From an optimization exercise on the open Yosys and OpenROAD flow, aimed at small area, a short achievable clock period and few clock cycles; shortcuts taken in it are not production practice. Function was checked by simulation only, so behaviour that the tests miss may differ from the original. Power is estimated from default activity; no workload was simulated.

## flow/run.sh

```bash
#!/bin/bash
# synth_recipe.tcl (not shown) runs the flow's synth.tcl, then flattens the netlist and writes it again
# the make line also repeats each setting of config.mk as NAME=value (left out here)
make -C /OpenROAD-flow-scripts/flow DESIGN_CONFIG=/design/flow/config.mk WORK_HOME=/design/flow/orfs CLKGATE_MAP_FILE= SYNTH_SCRIPT=/design/flow/synth_recipe.tcl finish
```

## flow/config.mk

```make
export PLATFORM = sky130hd
export DESIGN_NAME = top
export DESIGN_NICKNAME = top
export VERILOG_FILES = /design/flow/design.v
export SDC_FILE = /design/flow/constraint.sdc
export NUM_CORES = 4
export LEC_CHECK = 0
export CAP_MARGIN = 20
export CORE_MARGIN = 2
export CORE_UTILIZATION = 40
export SLEW_MARGIN = 20
```

## flow/design.v

```verilog
package types;
    typedef enum logic [2:0] {
        R_TYPE = 3'b000,
        I_TYPE = 3'b001,
        S_TYPE = 3'b010,
        B_TYPE = 3'b011,
        U_TYPE = 3'b100,
        J_TYPE = 3'b101
    } inst_format_t;
    typedef enum logic [6:0] {
        OP_LUI       = 7'b0110111,
        OP_AUIPC     = 7'b0010111,
        OP_JAL       = 7'b1101111,
        OP_JALR      = 7'b1100111,
        OP_BRANCH    = 7'b1100011,
        OP_LOAD      = 7'b0000011,
        OP_STORE     = 7'b0100011,
        OP_OP_IMM    = 7'b0010011,
        OP_OP        = 7'b0110011,
        OP_MISC_MEM  = 7'b0001111,
        OP_SYSTEM    = 7'b1110011
    } opcode_t;
    typedef enum logic [2:0] {
        CMP_EQ   = 3'b000,
        CMP_NE   = 3'b001,
        CMP_LT   = 3'b100,
        CMP_GE   = 3'b101,
        CMP_LTU  = 3'b110,
        CMP_GEU  = 3'b111
    } cmp_op_t;
    typedef enum logic [3:0] {
        ALU_ADD  = 4'b0000,
        ALU_SUB  = 4'b1000,
        ALU_SLL  = 4'b0001,
        ALU_SLT  = 4'b0010,
        ALU_SLTU = 4'b0011,
        ALU_XOR  = 4'b0100,
        ALU_SRL  = 4'b0101,
        ALU_SRA  = 4'b1101,
        ALU_OR   = 4'b0110,
        ALU_AND  = 4'b0111
    } alu_op_t;
endpackage
module alu(
  input [31:0] operand_a, operand_b,		 
  input [3:0] alu_op,				         
  output reg [31:0] result			         
);
  always@(*)
  begin
    result = 32'b0;
    case(alu_op)
      types::ALU_ADD: result = operand_a + operand_b;
      types::ALU_SUB: result = operand_a - operand_b;
      types::ALU_SLL: result = operand_a << operand_b[4:0];  
      types::ALU_XOR: result = operand_a ^ operand_b;
      types::ALU_SRL: result = operand_a >> operand_b[4:0];  
      types::ALU_SRA: result = $signed(operand_a) >>> operand_b[4:0];  
      types::ALU_OR: result = operand_a | operand_b;
      types::ALU_AND: result = operand_a & operand_b;
      types::ALU_SLT: result = {31'b0, $signed(operand_a) < $signed(operand_b)};
      types::ALU_SLTU: result = {31'b0, operand_a < operand_b};
      default: 	result = 32'b0;
    endcase
  end
endmodule
module compare (
    input  logic [31:0] operand_a,
    input  logic [31:0] operand_b,
    input  types::cmp_op_t     cmp_op,
    output logic        result
);
    logic eq, lt_signed, lt_unsigned;
    assign eq = (operand_a == operand_b);
    assign lt_signed = ($signed(operand_a) < $signed(operand_b));
    assign lt_unsigned = (operand_a < operand_b);
    always_comb begin
        case (cmp_op)
            types::CMP_EQ:  result = eq;
            types::CMP_NE:  result = ~eq;
            types::CMP_LT:  result = lt_signed;
            types::CMP_GE:  result = ~lt_signed;
            types::CMP_LTU: result = lt_unsigned;
            types::CMP_GEU: result = ~lt_unsigned;
            default:  result = 1'b0;
        endcase
    end
endmodule
module conv33 #(
    parameter PIXEL_WIDTH = 8,           
    parameter ACCW        = 16           
)(
    input  logic             clk,   
    input  logic             rst_n,
    input  logic             shift_en,  
    input  logic signed [PIXEL_WIDTH-1:0] pix_top,  
    input  logic signed [PIXEL_WIDTH-1:0] pix_mid,
    input  logic signed [PIXEL_WIDTH-1:0] pix_bot,
    input  logic [1:0]             mode,    
    output logic [PIXEL_WIDTH-1:0] pixel_out
);
    logic signed [PIXEL_WIDTH-1:0] t0, t1;  
    logic signed [PIXEL_WIDTH-1:0] m0, m1;  
    logic signed [PIXEL_WIDTH-1:0] b0, b1;  
    function automatic logic signed[ACCW-1:0] sx;
       input signed [PIXEL_WIDTH-1:0] v;
       begin
       sx = $signed({{(ACCW-PIXEL_WIDTH){v[PIXEL_WIDTH-1]}}, v});
       end
    endfunction
    logic signed [ACCW-1:0] pass_through;
    logic signed [ACCW-1:0] conv_sharpen;
    logic signed [ACCW -1:0] gauss_sum;
    logic signed [ACCW-1:0] conv_gaussian;
    logic signed [ACCW-1:0] conv_edge;
    assign pass_through =
        sx(m1);
    assign conv_sharpen =
        (5 * sx(m1)) - ( sx(t1) + sx(m0) + sx(pix_mid) + sx(b1) );
    assign gauss_sum =
        sx(t0) + (2*sx(t1)) + sx(pix_top)
      + (2*sx(m0)) + (4*sx(m1)) + (2*sx(pix_mid))
      + sx(b0) + (2*sx(b1)) + sx(pix_bot);
     assign conv_gaussian = gauss_sum >>> 4;  
    assign conv_edge =
        8 * sx(m1)
      - ( sx(t0) + sx(t1) + sx(pix_top)
        + sx(m0)          + sx(pix_mid)
        + sx(b0) + sx(b1) + sx(pix_bot) );
       function automatic logic[PIXEL_WIDTH-1:0] saturate_8bit;
        input signed [ACCW-1:0] val;
        begin
            if (val < 0)
                saturate_8bit = 0;
            else if (val > 255)
                saturate_8bit = 8'd255;
            else
                saturate_8bit = val[7:0];
        end
    endfunction
    logic signed [ACCW-1:0] selected_kernel;
    always_comb begin
      unique case (mode)
         2'd0: selected_kernel = pass_through;
         2'd1: selected_kernel = conv_sharpen;
         2'd2: selected_kernel = conv_gaussian;
         2'd3: selected_kernel = conv_edge;
      endcase
    end
    assign pixel_out = saturate_8bit(selected_kernel);
    always_ff @(posedge clk) begin
      if (!rst_n) begin
         t0<=0;  t1<=0; m0<=0;  m1<=0; b0<=0; b1<=0;
      end else if (shift_en) begin
         t0 <= t1;    t1 <= pix_top;
         m0 <= m1;    m1 <= pix_mid;
         b0 <= b1;    b1 <= pix_bot;
      end
    end
endmodule
module dsp #(
  parameter int PIXEL_WIDTH = 8,
  parameter int ACCW        = 16,
  parameter int R_IDX = 0,
  parameter int G_IDX = 1,
  parameter int B_IDX = 2,
  parameter int A_IDX = 3
)(
  input wire       clk,        
  input wire       rst_n,
  input wire       shift_en,   
  input wire [1:0] mode,       
  input wire [31:0] top_pix,    
  input wire [31:0] mid_pix,    
  input wire [31:0] bot_pix,    
  output wire [31:0] pixel_out   
);
  function automatic [7:0] byte_at (input logic [31:0] w, input int idx);
    byte_at = w[idx*8 +: 8];
  endfunction
  wire [7:0] A_passthru = byte_at(mid_pix, A_IDX);
  wire [PIXEL_WIDTH-1:0] R_out;
  conv33 #(.PIXEL_WIDTH(PIXEL_WIDTH), .ACCW(ACCW)) u_conv_R (
    .clk(clk), .rst_n(rst_n), .shift_en(shift_en),
    .pix_top( byte_at(top_pix, R_IDX) ),    
    .pix_mid( byte_at(mid_pix, R_IDX) ),
    .pix_bot( byte_at(bot_pix, R_IDX) ),
    .mode(mode),
    .pixel_out(R_out)
  );
  wire [PIXEL_WIDTH-1:0] G_out;
  conv33 #(.PIXEL_WIDTH(PIXEL_WIDTH), .ACCW(ACCW)) u_conv_G (
    .clk(clk), .rst_n(rst_n), .shift_en(shift_en),
    .pix_top( byte_at(top_pix, G_IDX) ),
    .pix_mid( byte_at(mid_pix, G_IDX) ),
    .pix_bot( byte_at(bot_pix, G_IDX) ),
    .mode(mode),
    .pixel_out(G_out)
  );
  wire [PIXEL_WIDTH-1:0] B_out;
  conv33 #(.PIXEL_WIDTH(PIXEL_WIDTH), .ACCW(ACCW)) u_conv_B (
    .clk(clk), .rst_n(rst_n), .shift_en(shift_en),
    .pix_top( byte_at(top_pix, B_IDX) ),
    .pix_mid( byte_at(mid_pix, B_IDX) ),
    .pix_bot( byte_at(bot_pix, B_IDX) ),
    .mode(mode),
    .pixel_out(B_out)
  );
  assign pixel_out[7:0]   = R_out;
  assign pixel_out[15:8]  = G_out;
  assign pixel_out[23:16] = B_out;
  assign pixel_out[31:24] = A_passthru;
endmodule
module dependency_checker #(
    parameter REG_ADDR_WIDTH = 5
) (
    input  logic [REG_ADDR_WIDTH-1:0] rs1_addr,
    input  logic [REG_ADDR_WIDTH-1:0] rs2_addr,
    input  logic [REG_ADDR_WIDTH-1:0] rd1_addr,   
    input  logic [REG_ADDR_WIDTH-1:0] rd2_addr,   
    output logic [1:0] src1,   
    output logic [1:0] src2    
);
    always_comb begin
        src1 = 2'd0;
        src2 = 2'd0;
        if (rs1_addr != 0 && rs1_addr == rd1_addr)
            src1 = 2'd1;  
        else if (rs1_addr != 0 && rs1_addr == rd2_addr)
            src1 = 2'd2;  
        if (rs2_addr != 0 && rs2_addr == rd1_addr)
            src2 = 2'd1;  
        else if (rs2_addr != 0 && rs2_addr == rd2_addr)
            src2 = 2'd2;  
    end
endmodule
module immediate_builder (
    input  types::inst_format_t inst_fmt,
    input  logic [31:0]  instruction,
    output logic [31:0]  immediate
);
    always_comb begin
        case (inst_fmt)
            types::I_TYPE: begin
                immediate = {{20{instruction[31]}}, instruction[31:20]};
            end
            types::S_TYPE: begin
                immediate = {{20{instruction[31]}}, instruction[31:25], instruction[11:7]};
            end
            types::B_TYPE: begin
                immediate = {{19{instruction[31]}}, instruction[31], instruction[7], instruction[30:25], instruction[11:8], 1'b0};
            end
            types::U_TYPE: begin
                immediate = {instruction[31:12], 12'b0};
            end
            types::J_TYPE: begin
                immediate = {{11{instruction[31]}}, instruction[31], instruction[19:12], instruction[20], instruction[30:21], 1'b0};
            end
            default: begin
                immediate = 32'b0;
            end
        endcase
    end
endmodule
module instruction_decoder (
    input  logic [31:0]  instruction,
    output types::inst_format_t instruction_format,  
    output logic [4:0]   rs1_addr,
    output logic [4:0]   rs2_addr,
    output logic [4:0]   rd_addr,
    output logic         branch,
    output logic         jump,
    output logic         compare,
    output logic         cmp_imm,
    output types::cmp_op_t      cmp_op,
    output logic         alu_imm,
    output logic         alu_pc,
    output types::alu_op_t      alu_op,
    output logic         mem_read,
    output logic         mem_write,
    output logic [1:0]   mem_size,
    output logic         mem_unsigned
);
    types::opcode_t    opcode;
    logic [2:0] funct3;
    logic [6:0] funct7;
    assign opcode = types::opcode_t'(instruction[6:0]);
    assign rd_addr = (opcode == types::OP_STORE || opcode == types::OP_BRANCH ? 5'd0 : instruction[11:7]);
    assign funct3 = instruction[14:12];
    assign rs1_addr = (opcode == types::OP_LUI ? 5'd0 : instruction[19:15]);
    assign rs2_addr = instruction[24:20];
    assign funct7 = instruction[31:25];
    always_comb begin
        case (opcode)
            types::OP_OP:     instruction_format = types::R_TYPE;
            types::OP_STORE:  instruction_format = types::S_TYPE;
            types::OP_BRANCH: instruction_format = types::B_TYPE;
            types::OP_LUI,
            types::OP_AUIPC:  instruction_format = types::U_TYPE;
            types::OP_JAL:    instruction_format = types::J_TYPE;
            default:   instruction_format = types::I_TYPE;
        endcase
    end
    always_comb begin
        case (alu_op)
            types::ALU_SLT: begin
                compare = 1;
                cmp_op = types::CMP_LT;
            end
            types::ALU_SLTU: begin
                compare = 1;
                cmp_op = types::CMP_LTU;
            end
            default: begin
                compare = 0;
                cmp_op = types::cmp_op_t'(funct3);
            end
        endcase
    end
    always_comb begin
        {branch, jump, cmp_imm, alu_imm, alu_pc} = 0;
        alu_op = types::ALU_ADD;
        case (opcode)
            types::OP_OP: begin
                alu_op = types::alu_op_t'({funct7[5], funct3});
            end
            types::OP_OP_IMM: begin
                alu_op = types::alu_op_t'({funct7[5], funct3});
                if (alu_op != types::ALU_SRA) alu_op[3] = 1'b0;
                cmp_imm = 1;
                alu_imm = 1;
            end
            types::OP_LOAD, types::OP_STORE: alu_imm = 1;
            types::OP_BRANCH: begin
                branch = 1;
                alu_imm = 1;
                alu_pc = 1;
            end
            types::OP_LUI: alu_imm = 1;
            types::OP_AUIPC: begin
                alu_imm = 1;
                alu_pc = 1;
            end
            types::OP_JAL: begin
                jump = 1;
                alu_imm = 1;
                alu_pc = 1;
            end
            types::OP_JALR: begin
                jump = 1;
                alu_imm = 1;
            end
        endcase
    end
    assign mem_read     = (opcode == types::OP_LOAD);
    assign mem_write    = (opcode == types::OP_STORE);
    assign mem_size     = funct3[1:0];
    assign mem_unsigned = funct3[2];
endmodule
module mux_3to1 #(
    parameter WIDTH = 32
) (
    input  logic       [1:0] sel,
    input  logic [WIDTH-1:0] in0,
    input  logic [WIDTH-1:0] in1,
    input  logic [WIDTH-1:0] in2,
    output logic [WIDTH-1:0] out
);
    always_comb begin
        unique case (sel)
            2'd0: out = in0;
            2'd1: out = in1;
            2'd2: out = in2;
            2'd3: out = 'x;
            default: out = 'x;
        endcase
    end
endmodule
module pc_reg (
    input  wire        clk,
    input  wire        rst_n,   
    input  wire        pc_en,
    input  wire [31:0] pc_start,
    input  wire        pc_load,
    input  wire [31:0] pc_in,
    output reg  [31:0] pc_out,
    output wire [31:0] pc_plus_4,
    output reg  [31:0] pc_next
);
    always @(posedge clk) begin
        if (!rst_n)
            pc_out <= pc_start;
        else if (pc_load)
            pc_out <= pc_in;
        else if (pc_en)
            pc_out <= pc_plus_4;
    end
    assign pc_plus_4 = pc_out + 32'd4;
    always @(*) begin
        if (pc_load)
            pc_next = pc_in;
        else
            pc_next = pc_out;
    end
endmodule
module register_file (
    input  wire        clk,
    input  wire        rst_n,
    input  wire [4:0]  rs1_addr,
    input  wire [4:0]  rs2_addr,
    input  wire [4:0]  rd_addr,
    input  wire [31:0] rd_data,
    output reg  [31:0] rs1_data,
    output reg  [31:0] rs2_data,
    output reg  [31:0] r16,
    output reg  [31:0] r17,
    output reg  [31:0] r18
);
    reg [31:0] regfile [0:18];
    integer i;
    always @(posedge clk) begin
        if (!rst_n) begin
            for (i = 0; i < 19; i = i + 1)
                regfile[i] <= 32'd0;
        end else begin
            if (rd_addr != 5'd0)
                regfile[rd_addr] <= rd_data;
        end
    end
    assign rs1_data = regfile[rs1_addr[3:0]];
    assign rs2_data = regfile[rs2_addr[3:0]];
    assign r16 = regfile[5'd16];
    assign r17 = regfile[5'd17];
    assign r18 = regfile[5'd18];
endmodule
module instruction_cache_controller #(
    parameter CACHE_SIZE = 256,
    parameter BLOCK_SIZE = 64,
    parameter PREFETCH   = 8
)(
    input  logic        HCLK,
    input  logic        HRESETn,
    output logic [31:0] HADDR,
    output logic  [1:0] HTRANS,
    output logic  [2:0] HBURST,
    output logic  [2:0] HSIZE,
    input  logic [31:0] HRDATA,
    input  logic        HREADY,
    input  logic        HRESP,
    input  logic        pc_load_id,
    input  logic        pc_load_ex,
    input  logic [31:0] cpu_addr,
    output logic [31:0] cpu_data,
    output logic        cpu_ready,
    input  logic        cache_enable,
    output logic        cache_hit
);
    localparam NUM_BLOCKS = CACHE_SIZE / BLOCK_SIZE;
    localparam BLOCK_OFFSET_BITS = $clog2(BLOCK_SIZE);
    localparam INDEX_BITS = $clog2(NUM_BLOCKS);
    localparam TAG_BITS = 32 - INDEX_BITS - BLOCK_OFFSET_BITS;
    localparam [1:0] HTRANS_IDLE   = 2'b00;
    localparam [1:0] HTRANS_BUSY   = 2'b01;
    localparam [1:0] HTRANS_NONSEQ = 2'b10;
    localparam [1:0] HTRANS_SEQ    = 2'b11;
    logic [TAG_BITS-1:0]           tag_array   [NUM_BLOCKS-1:0];
    logic [BLOCK_SIZE/4-1:0][31:0] data_array  [NUM_BLOCKS-1:0];
    logic [BLOCK_SIZE/4-1:0]       valid_array [NUM_BLOCKS-1:0];
    logic [31:0] fetch_addr;
    logic            [TAG_BITS-1:0] req_tag;
    logic          [INDEX_BITS-1:0] req_index;
    logic [BLOCK_OFFSET_BITS-1-2:0] req_word;
    assign {req_tag, req_index, req_word} = cpu_addr[31:2];
    logic            [TAG_BITS-1:0] fetch_tag;
    logic          [INDEX_BITS-1:0] fetch_index;
    logic [BLOCK_OFFSET_BITS-1-2:0] fetch_word;
    assign {fetch_tag, fetch_index, fetch_word} = fetch_addr[31:2];
    logic tag_match;
    logic cache_valid;
    assign tag_match = (tag_array[req_index] == req_tag);
    assign cache_valid = valid_array[req_index][req_word];
    assign cache_hit = cache_enable && cache_valid && tag_match;
    logic dphase;
    always_comb begin
        if (cache_hit) begin
            cpu_data = data_array[req_index][req_word];
            cpu_ready = 1'b1;
        end
        else begin
            cpu_data = HRDATA;
            cpu_ready = dphase && (fetch_addr == cpu_addr) && HREADY;
        end
    end
    assign HSIZE = 3'b010;  
    assign HBURST = 3'b011;  
    logic [31:0] haddr4;
    assign haddr4 = HADDR + 4;
    logic [31:0] burst_base;
    logic covered;
    assign covered = (dphase && fetch_addr == cpu_addr)
                  || (HTRANS != HTRANS_IDLE && cpu_addr - burst_base <= HADDR - burst_base
                      && HADDR - cpu_addr < 4*PREFETCH);
    logic [31:0] next_addr;
    assign next_addr = HTRANS[1] ? haddr4 : HADDR;
    always_ff @(posedge HCLK) begin
        if (!HRESETn) begin
            fetch_addr <= '0;
            burst_base <= '0;
            dphase <= 1'b0;
            HADDR  <= '0;
            HTRANS <= HTRANS_IDLE;
        end
        else if (HREADY) begin
            dphase <= HTRANS[1];
            if (HTRANS[1])
                fetch_addr <= HADDR;
            if (!cache_hit && !covered) begin
                HADDR  <= cpu_addr;
                burst_base <= cpu_addr;
                HTRANS <= HTRANS_NONSEQ;
            end
            else begin
                HADDR <= next_addr;
                if (HTRANS == HTRANS_IDLE)
                    HTRANS <= HTRANS_IDLE;
                else if (next_addr - cpu_addr < 4*PREFETCH)
                    HTRANS <= HTRANS_SEQ;
                else
                    HTRANS <= HTRANS_BUSY;
            end
        end
    end
    logic fetch_tag_match;
    logic [BLOCK_SIZE/4-1:0] valid_line;
    assign fetch_tag_match = (tag_array[fetch_index] == fetch_tag);
    always_comb begin
        valid_line = valid_array[fetch_index];
        if (!fetch_tag_match)
            valid_line = '0;
        valid_line[fetch_word] = 1'b1;
    end
    always_ff @(posedge HCLK) begin
        if (!HRESETn) begin
            for (int i = 0; i < NUM_BLOCKS; i++) begin
                valid_array[i] <= '0;
                tag_array[i] <= '0;
            end
        end
        else if (HREADY && dphase) begin
            if (!fetch_tag_match) begin
                tag_array[fetch_index] <= fetch_tag;
            end
            valid_array[fetch_index] <= valid_line;
            data_array[fetch_index][fetch_word] <= HRDATA;
        end
    end
endmodule
module RV32E (
    input logic clk,
    input logic rst_n,
    input logic [31:0] boot_addr,
    output logic        pc_load_id,
    output logic        pc_load_ex,
    output logic [31:0] inst_addr,
    input  logic [31:0] instruction,
    input  logic inst_ready,
    output logic sram_cen, sram_wen,
    output logic [ 3:0] sram_ben,
    output logic [31:0] sram_addr,
    output logic [31:0] sram_din,
    input  logic [31:0] sram_dout
);
    localparam logic [31:0] NOP = 32'h00000013;  
    logic [31:0] pc_if, pc_id, pc_ex;
    logic [31:0] pc_plus_4_if, pc_plus_4_id, pc_plus_4_ex, pc_plus_4_mem;
    logic [31:0] instruction_if, instruction_id;
    types::inst_format_t inst_fmt;
    logic [31:0] rs1_data_id, rs2_data_id;
    logic [31:0] rs1_data_cmp, rs2_data_cmp;
    logic [31:0] rs1_data_ex, rs2_data_ex;
    logic [31:0] rs1_data, rs2_data;
    logic [31:0] rd_data_mem, rd_data_wb;
    logic [31:0] immediate_id, immediate_ex;
    logic [31:0] alu_result_ex, alu_result_mem;
    logic  [1:0] mem_offset;
    logic [31:0] mem_data;
    logic [4:0] rs1_addr, rs2_addr_id, rs2_addr_ex;
    logic [4:0] rd_addr_id, rd_addr_ex, rd_addr_mem;
    logic mem_read_id, mem_read_ex, mem_read_mem;
    logic mem_write_id, mem_write_ex;
    logic branch_id, branch_ex, branch_mem;
    logic jump_id, jump_ex, jump_mem;
    logic mem_unsigned_id, mem_unsigned_ex, mem_unsigned_mem;
    logic [1:0] mem_size_id, mem_size_ex, mem_size_mem;
    types::alu_op_t alu_op_id, alu_op_ex;
    logic [1:0] src1_id, src2_id;
    logic [1:0] src1_ex, src2_ex;
    logic alu_imm_id, alu_imm_ex;
    logic alu_pc_id, alu_pc_ex;
    logic dsp_shift_en;
    logic [31:0] r16, r17, r18, dsp_out;
    logic cmp_id, cmp_ex, cmp_mem;
    logic cmp_imm;
    types::cmp_op_t cmp_op;
    logic cmp_result_id, cmp_result_ex, cmp_result_mem;
    logic branch_taken;
    logic [31:0] pc_next;
    always_ff @(posedge clk) begin
        if (!rst_n) begin
            pc_id          <= 32'b0;
            pc_plus_4_id   <= 32'b0;
            pc_ex          <= 32'b0;
            pc_plus_4_ex   <= 32'b0;
            pc_load_ex     <= 1'b0;
            rs1_data_ex    <= 32'b0;
            rs2_data_ex    <= 32'b0;
            immediate_ex   <= 32'b0;
            rs2_addr_ex    <= 5'b0;
            rd_addr_ex     <= 5'b0;
            mem_read_ex    <= 1'b0;
            mem_write_ex   <= 1'b0;
            mem_size_ex    <= 2'b0;
            mem_unsigned_ex<= 1'b0;
            alu_op_ex      <= types::alu_op_t'(4'b0);
            src1_ex   <= 2'b0;
            src2_ex   <= 2'b0;
            alu_imm_ex     <= 1'b0;
            alu_pc_ex      <= 1'b0;
            branch_ex      <= 1'b0;
            jump_ex        <= 1'b0;
            cmp_ex         <= 1'b0;
            cmp_result_ex  <= 1'b0;
            pc_plus_4_mem   <= 32'b0;
            alu_result_mem  <= 32'b0;
            rd_addr_mem     <= 5'b0;
            mem_read_mem    <= 1'b0;
            mem_size_mem    <= 2'b0;
            mem_unsigned_mem<= 1'b0;
            branch_mem      <= 1'b0;
            jump_mem        <= 1'b0;
            cmp_mem         <= 1'b0;
            cmp_result_mem  <= 1'b0;
            rd_data_wb      <= 32'b0;
        end else begin
            pc_id          <= pc_if;
            pc_plus_4_id   <= pc_plus_4_if;
            pc_ex          <= pc_id;
            pc_plus_4_ex   <= pc_plus_4_id;
            pc_load_ex     <= pc_load_id;
            rs1_data_ex    <= rs1_data_id;
            rs2_data_ex    <= rs2_data_id;
            immediate_ex   <= immediate_id;
            rs2_addr_ex    <= rs2_addr_id;
            rd_addr_ex     <= rd_addr_id;
            mem_read_ex    <= mem_read_id;
            mem_write_ex   <= mem_write_id;
            mem_size_ex    <= mem_size_id;
            mem_unsigned_ex<= mem_unsigned_id;
            alu_op_ex      <= alu_op_id;
            src1_ex   <= src1_id;
            src2_ex   <= src2_id;
            alu_imm_ex     <= alu_imm_id;
            alu_pc_ex      <= alu_pc_id;
            branch_ex      <= branch_id;
            jump_ex        <= jump_id;
            cmp_ex         <= cmp_id;
            cmp_result_ex  <= cmp_result_id;
            pc_plus_4_mem   <= pc_plus_4_ex;
            alu_result_mem  <= alu_result_ex;
            rd_addr_mem     <= rd_addr_ex;
            mem_read_mem    <= mem_read_ex;
            mem_size_mem    <= mem_size_ex;
            mem_unsigned_mem<= mem_unsigned_ex;
            branch_mem      <= branch_ex;
            jump_mem        <= jump_ex;
            cmp_mem         <= cmp_ex;
            cmp_result_mem  <= cmp_result_ex;
            rd_data_wb      <= rd_data_mem;
        end
    end
    assign branch_taken = cmp_result_id;
    assign pc_load_id = jump_id || (branch_id && branch_taken);
    always @(posedge clk) begin
        if (!inst_ready || pc_load_id || pc_load_ex || !rst_n)
            instruction_id <= NOP;
        else instruction_id <= instruction_if;
    end
    pc_reg pc (
        .clk(clk),
        .rst_n(rst_n),
        .pc_en(inst_ready && !pc_load_id),
        .pc_start(boot_addr),
        .pc_load(pc_load_ex),
        .pc_in(alu_result_ex),
        .pc_out(pc_if),
        .pc_plus_4(pc_plus_4_if),
        .pc_next(pc_next)
    );
    assign inst_addr = pc_next;
    assign instruction_if = instruction;
    register_file regfile (
        .clk(clk),
        .rst_n(rst_n),
        .rs1_addr(rs1_addr),
        .rs2_addr(rs2_addr_id),
        .rd_addr(rd_addr_mem),
        .rd_data(rd_data_mem),
        .rs1_data(rs1_data_id),
        .rs2_data(rs2_data_id),
        .r16(r16),
        .r17(r17),
        .r18(r18)
    );
    assign dsp_shift_en = (rd_addr_mem == 5'd16);
    instruction_decoder decoder (
        .instruction(instruction_id),
        .instruction_format(inst_fmt),
        .rs1_addr(rs1_addr),
        .rs2_addr(rs2_addr_id),
        .rd_addr(rd_addr_id),
        .branch(branch_id),
        .jump(jump_id),
        .compare(cmp_id),
        .cmp_imm(cmp_imm),
        .cmp_op(cmp_op),
        .alu_imm(alu_imm_id),
        .alu_pc(alu_pc_id),
        .alu_op(alu_op_id),
        .mem_read(mem_read_id),
        .mem_write(mem_write_id),
        .mem_size(mem_size_id),
        .mem_unsigned(mem_unsigned_id)
    );
    immediate_builder IMMU (
        .inst_fmt(inst_fmt),
        .instruction(instruction_id),
        .immediate(immediate_id)
    );
    dependency_checker dpc (
        .rs1_addr(rs1_addr),
        .rs2_addr(rs2_addr_id),
        .rd1_addr(rd_addr_ex),
        .rd2_addr(rd_addr_mem),
        .src1(src1_id),
        .src2(src2_id)
    );
    mux_3to1 #(.WIDTH(32)) rs1_cmp_mux (
        .sel(src1_id),
        .in0(rs1_data_id),
        .in1(alu_result_ex),
        .in2(rd_data_mem),
        .out(rs1_data_cmp)
    );
    mux_3to1 #(.WIDTH(32)) rs2_cmp_mux (
        .sel(src2_id),
        .in0(rs2_data_id),
        .in1(alu_result_ex),
        .in2(rd_data_mem),
        .out(rs2_data_cmp)
    );
    compare CMPU (
        .operand_a(rs1_data_cmp),
        .operand_b(cmp_imm ? immediate_id : rs2_data_cmp),
        .cmp_op(cmp_op),
        .result(cmp_result_id)
    );
    mux_3to1 #(.WIDTH(32)) rs1_data_mux (
        .sel(src1_ex),
        .in0(rs1_data_ex),
        .in1(rd_data_mem),
        .in2(rd_data_wb),
        .out(rs1_data)
    );
    mux_3to1 #(.WIDTH(32)) rs2_data_mux (
        .sel(src2_ex),
        .in0(rs2_data_ex),
        .in1(rd_data_mem),
        .in2(rd_data_wb),
        .out(rs2_data)
    );
    alu ALU (
        .operand_a(alu_pc_ex ? pc_ex : rs1_data),
        .operand_b(alu_imm_ex ? immediate_ex : rs2_data),
        .alu_op(alu_op_ex),
        .result(alu_result_ex)
    );
    dsp dsp (
        .clk(clk),
        .rst_n(rst_n),
        .shift_en(dsp_shift_en),
        .mode(2'b0),
        .top_pix(r16),
        .mid_pix(r17),
        .bot_pix(rd_addr_mem == 5'd18 ? rd_data_mem : r18),
        .pixel_out(dsp_out)
    );
    assign sram_cen  = !rst_n;
    assign sram_addr = alu_result_ex;
    assign sram_din  = (rs2_addr_ex == 5'd19 ? dsp_out : rs2_data) << (8 * sram_addr[1:0]);
    assign sram_wen  = !mem_write_ex;
    always_comb begin
        unique case (mem_size_ex)
            2'b00: begin  
                sram_ben = 4'b1111;
                sram_ben[sram_addr[1:0]] = 1'b0;   
            end
            2'b01: begin  
                case (sram_addr[1])
                    1'b0: sram_ben = 4'b1100;  
                    1'b1: sram_ben = 4'b0011;  
                endcase
            end
            2'b10: sram_ben = 4'b0000;  
            default: sram_ben = 4'b1111;
        endcase
    end
    always_ff @(posedge clk) begin
        mem_offset <= sram_addr[1:0];
    end
    always_comb begin
        mem_data = sram_dout >> (8 * mem_offset);
        case (mem_size_mem)
            2'b00:  
                mem_data[31:8] = mem_unsigned_mem ? 24'b0 : {24{mem_data[7]}};
            2'b01:  
                mem_data[31:16] = mem_unsigned_mem ? 16'b0 : {16{mem_data[15]}};
            default:;
        endcase
    end
    always_comb begin
        if (cmp_mem) rd_data_mem = cmp_result_mem;
        else if (jump_mem) rd_data_mem = pc_plus_4_mem;
        else if (mem_read_mem) rd_data_mem = mem_data;
        else rd_data_mem = alu_result_mem;
    end
endmodule
`timescale 1ns/1ps
module top (
    input  logic        HCLK,
    input  logic        HRESETn,
    input  logic [31:0] boot_addr,
    input  logic [31:0] HRDATA,
    input  logic        HREADY,
    input  logic        HRESP,
    output logic [31:0] HADDR,
    output logic  [1:0] HTRANS,
    output logic        HWRITE,
    output logic  [2:0] HSIZE,
    output logic  [2:0] HBURST,
    output logic [31:0] HWDATA,
    output logic        HMASTLOCK,
    output logic  [3:0] HPROT,
    output logic        sram_cen,
    output logic        sram_wen,
    output logic [3:0]  sram_ben,
    output logic [31:0] sram_addr,
    output logic [31:0] sram_din,
    input  logic [31:0] sram_dout
);
    logic        pc_load_id;
    logic        pc_load_ex;
    logic [31:0] imem_addr;
    logic [31:0] imem_rdata;
    logic        imem_ready;
    logic        cache_hit;
    RV32E core (
        .clk         (HCLK),
        .rst_n       (HRESETn),
        .boot_addr   (boot_addr),
        .pc_load_id  (pc_load_id),
        .pc_load_ex  (pc_load_ex),
        .inst_addr   (imem_addr),
        .instruction (imem_rdata),
        .inst_ready  (imem_ready),
        .sram_cen    (sram_cen),
        .sram_wen    (sram_wen),
        .sram_ben    (sram_ben),
        .sram_addr   (sram_addr),
        .sram_din    (sram_din),
        .sram_dout   (sram_dout)
    );
instruction_cache_controller i_icache (
    .HCLK     (HCLK),
    .HRESETn  (HRESETn),
	 .HADDR    (HADDR),
	 .HTRANS   (HTRANS),
	 .HBURST   (HBURST),
	 .HSIZE    (HSIZE),
	 .HRDATA   (HRDATA),
	 .HREADY   (HREADY),
    .HRESP    (HRESP),
    .pc_load_id (pc_load_id),
    .pc_load_ex (pc_load_ex),
    .cpu_addr   (imem_addr),
    .cpu_data   (imem_rdata),
    .cpu_ready  (imem_ready),
    .cache_enable (1'b1),      
    .cache_hit    (cache_hit)
);
    assign HWRITE    = 1'b0;         
    assign HWDATA    = 32'b0;        
    assign HMASTLOCK = 1'b0;         
    assign HPROT     = 4'b1011;
endmodule
```

## flow/constraint.sdc

```tcl
create_clock -name core_clock -period 18.0 [get_ports {HCLK}]
set_input_delay 3.6000 -clock core_clock [delete_from_list [all_inputs] [get_ports {HCLK}]]
set_output_delay 3.6000 -clock core_clock [all_outputs]
set_load 0.01 [all_outputs]
```

==> flow_summary.ini <==
[run_status]
status = complete, no violations

[timing]
fin_worst_skew_ps = 76.1
min_period_ps = 17180
slew_headroom = 0.118
max_freq_mhz = 58.2
fin_setup_tns_ps = 0
worst_pin_slew_ps = 1310
final_max_slew_viol_count = 0
min_period_over_period = 0.954
grt_setup_unrepaired = false
setup_viol = 0
finalHoldViolCount = 0

[final_layout]
final_common_cell = nand2_1
fin_area_mm2 = 0.186
drive_gt1_frac = 0.105
final_nets = 16036
syn_to_final_growth_pct = 12.3
final_cells = 21435
fillers = 38566
final_cell_mix = 3029 x nand2_1, 2784 x edfxtp_1, 1484 x nor2_1

[power]
power_w = 0.0180
seqPwrFrac = 0.468
clkPwrFrac = 0.407
vdd_drop_max_mv = 0.0817
p_int_w = 0.0133
power_frac_comb = 0.125
switchingPower_w = 0.00475
leakage_nw = 66.3
p_sw_frac = 0.264
p_per_area_mw_per_mm2 = 96.7

[clock_network]
clk_pin_slew_worst_paths_ps = 60
cts_buffer_depth = 4
cts_resized = 0
root_buffer = clkbuf_16
numCtsBuffers = 356
ctsHoldBuffers = 0
cts_tree = done
h-tree-depth = 5
cts_setup_buffers = 0
clk_latency_ps = 970
clock_sinks = 3300

[route]
drc = 0
wl_met2_mm = 278
wire_per_inst_um = 29.5
drt_iter0_markers = 17290
ant_nets = 0
first_pass_iters = 7
wl_met3_mm = 67.4
maxUsedRoutingLayer = met5
avgViaCountPerCell = 6.13
drt_wl_total_mm = 631
drt-met1-wl_mm = 245
vias = 131467

[yosys]
synthDistinctLibCells = 119
ys_seq_area_frac = 0.567
synth_top_area_frac = 0.504
yosysWarnings = 17
ys_ff_latch = 3300
synth_area_leaders = edfxtp_1 50%, nand2_1 6.9%, dfxtp_1 6.2%, nor2_1 3.5%, mux4_2 2.9%
synth_cells = 15787
avgSynthCellArea_um2 = 10.5
synth-main-ff-cell = edfxtp_1
yosysTopAreaCell = edfxtp_1
syn-cell-area_mm2 = 0.166
synthArstFlopShare = 0
synth-edff-count = 2784

[flow_run]
cap_violations = 0

[floorplanning]
chipHeight_um = 648
rows = 236
io_pins = 248
initial_utilization = 0.401
die_x_um = 648
die-area_mm2 = 0.420
core-area_mm2 = 0.413

[worst_setup_path]
reg2reg_to = i_icache.burst_base[11]
rr_worst_depth = 59
slowest_stage = clkdlybuf4s50_1
crit_top_cell = a31oi_1
critPathKind = input port to flip-flop
critPathCaptureType = flip-flop
r2r_slack_ps = 2780
r2r_start = core.mem_read_mem
critPathMaxStageDelay_ps = 770
required_ps = 18790
worst-path-max-fanout = 15
critPathLaunchType = input port
arrival_ps = 17970
cp-startpoint = sram_dout[7]

[global_route]
first_global_vias = 122749
grtUsageTotal = 0.291
gr-total-overflow = 0
grt_max_degree = 150
grt_pass1_wl_mm = 889
antenna_found_initial = 33

[placement]
place_area_mm2 = 0.175
io_buffers = 202
dp_cells = 20752
dp_hpwl_mm = 402
gp_congestion = 1.01

[hold_path]
hold_depth = 1
min_to = core.pc_ex[3]
hp-class = flip-flop to flip-flop
hp-start = core.pc_id[3]
worst max-delay path: cells and delay by family:
kind / cells / cell delay (ps)
AO/OA/AOI/OAI: 30 / 7120
AND/OR/NAND/NOR: 17 / 4040
buffers and inverters: 8 / 1870
adder cells (fa/ha/maj): 3 / 720
multiplexers: 2 / 440
XOR/XNOR: 1 / 170
sequential cells by signal, indices dropped and copies added (netlist names), 30 cells and up, named ones only:
register and flops:
core.regfile.regfile 544, core.instruction_id 32, core.rs2_data_ex 32, core.immediate_ex 32, core.pc_plus_4_ex 30, core.alu_result_mem 32
core.rs1_data_ex 32, i_icache.HADDR 32, i_icache.data_array 2048, core.pc_plus_4_mem 32, core.rd_data_wb 32, core.pc_plus_4_id 30
i_icache.tag_array 96, i_icache.valid_array 64, core.pc_id 32, i_icache.fetch_addr 32, i_icache.burst_base 32, core.pc_ex 32
core.pc.pc_out 32
how the worst max path moves through the flow:
stage	end	slack [ps]	cells after the start
after detailed placement	i_icache.burst_base[11]	80	62
after global routing	i_icache.burst_base[11]	80	62
after CTS	i_icache.burst_base[11]	870	62
after global placement	i_icache.burst_base[9]	10	59
after floorplan	i_icache.burst_base[24]	2430	61
final	i_icache.burst_base[11]	820	61
cell type report:
class | count | area, um2 | share of cell area
diodes | 32 | 80.1 | 0.000430
well taps | 5474 | 6850 | 0.0368
repair buffers | 710 | 6100 | 0.0328
inverters | 349 | 1350 | 0.00725
clock buffers | 457 | 9680 | 0.0520
flip-flops and latches | 3300 | 94000 | 0.505
multi-input cells | 10920 | 66300 | 0.356
clock inverters | 193 | 1800 | 0.00967
logic make-up after synthesis:
| group | synth area share |
|---|---|
| flip-flops | 0.567 |
| XOR/XNOR | 0.0127 |
| other | 0.0000453 |
| AO/OA/AOI/OAI | 0.117 |
| buffers and inverters | 0.0400 |
| multiplexers | 0.0578 |
| AND/OR/NAND/NOR | 0.183 |
| adder cells (fa/ha/maj) | 0.0228 |
power groups by stage:
stage                     logic [W]  clock network, W  registers, W
after CTS                   0.00220           0.00736       0.00843
final                       0.00225           0.00732       0.00843
after detailed placement    0.00219                 0       0.00859
after floorplan             0.00132                 0       0.00855
after global routing        0.00238           0.00765       0.00844
after global placement      0.00218                 0       0.00858
Yosys cell counts (181+ instances only):
cell type and instances:
nor2_1 1558, dfxtp_1 516, and3_1 526, a21oi_1 674, and2_1 290, a311oi_1 457
mux2i_1 269, mux4_2 212, nand3_1 750, clkbuf_1 1040, ha_1 295, edfxtp_1 2784
inv_1 330, o21ai_0 474, mux2_2 181, nand2_1 3049
layer usage:
metal  track usage  vias up
li1              -    57235
met1         0.388    64913
met3        0.0583     1498
met4         0.169       18
met2         0.441     7803
met5      0.000925        -
through the flow:
stage | hold slack, ps | utilization | setup WS (ps)
2_1_floorplan | 412 | - | 2430
3_3_place_gp | 414 | 0.423 | 14.8
3_5_place_dp | 417 | 0.423 | 82.1
4_1_cts | 393 | 0.451 | 872
5_1_grt | 421 | 0.451 | 83.0
6_report | 399 | 0.451 | 823
Testbench counts, summed over its fixed seeds: cycles 72,261.

-- re-timing with driven ports --
Ports are ideal in the flow. The routed layout listed here was re-timed in OpenROAD.
Step 1: set_driving_cell puts a clkbuf_16 on HCLK and a buf_2 on each other input, an assumption about the parent block.
Step 2, shift: input delay + t, output delay - t, t = (earliest + latest rising clock arrival at the registers) / 2. This alone moves slack from input paths to output paths.
Three values: ideal, step 1, step 2; two values: the first two.
t, ns: 1.047
setup WS [ns]: 0.823 / 0.903 / -0.144
worst register clock-pin slew, ns: 0.08 / 0.08
With both steps, setup timing fails in this run, where it was met with ideal ports. The setup slack of this run moves by +0.080 ns with the drivers and by -0.967 ns with both steps.
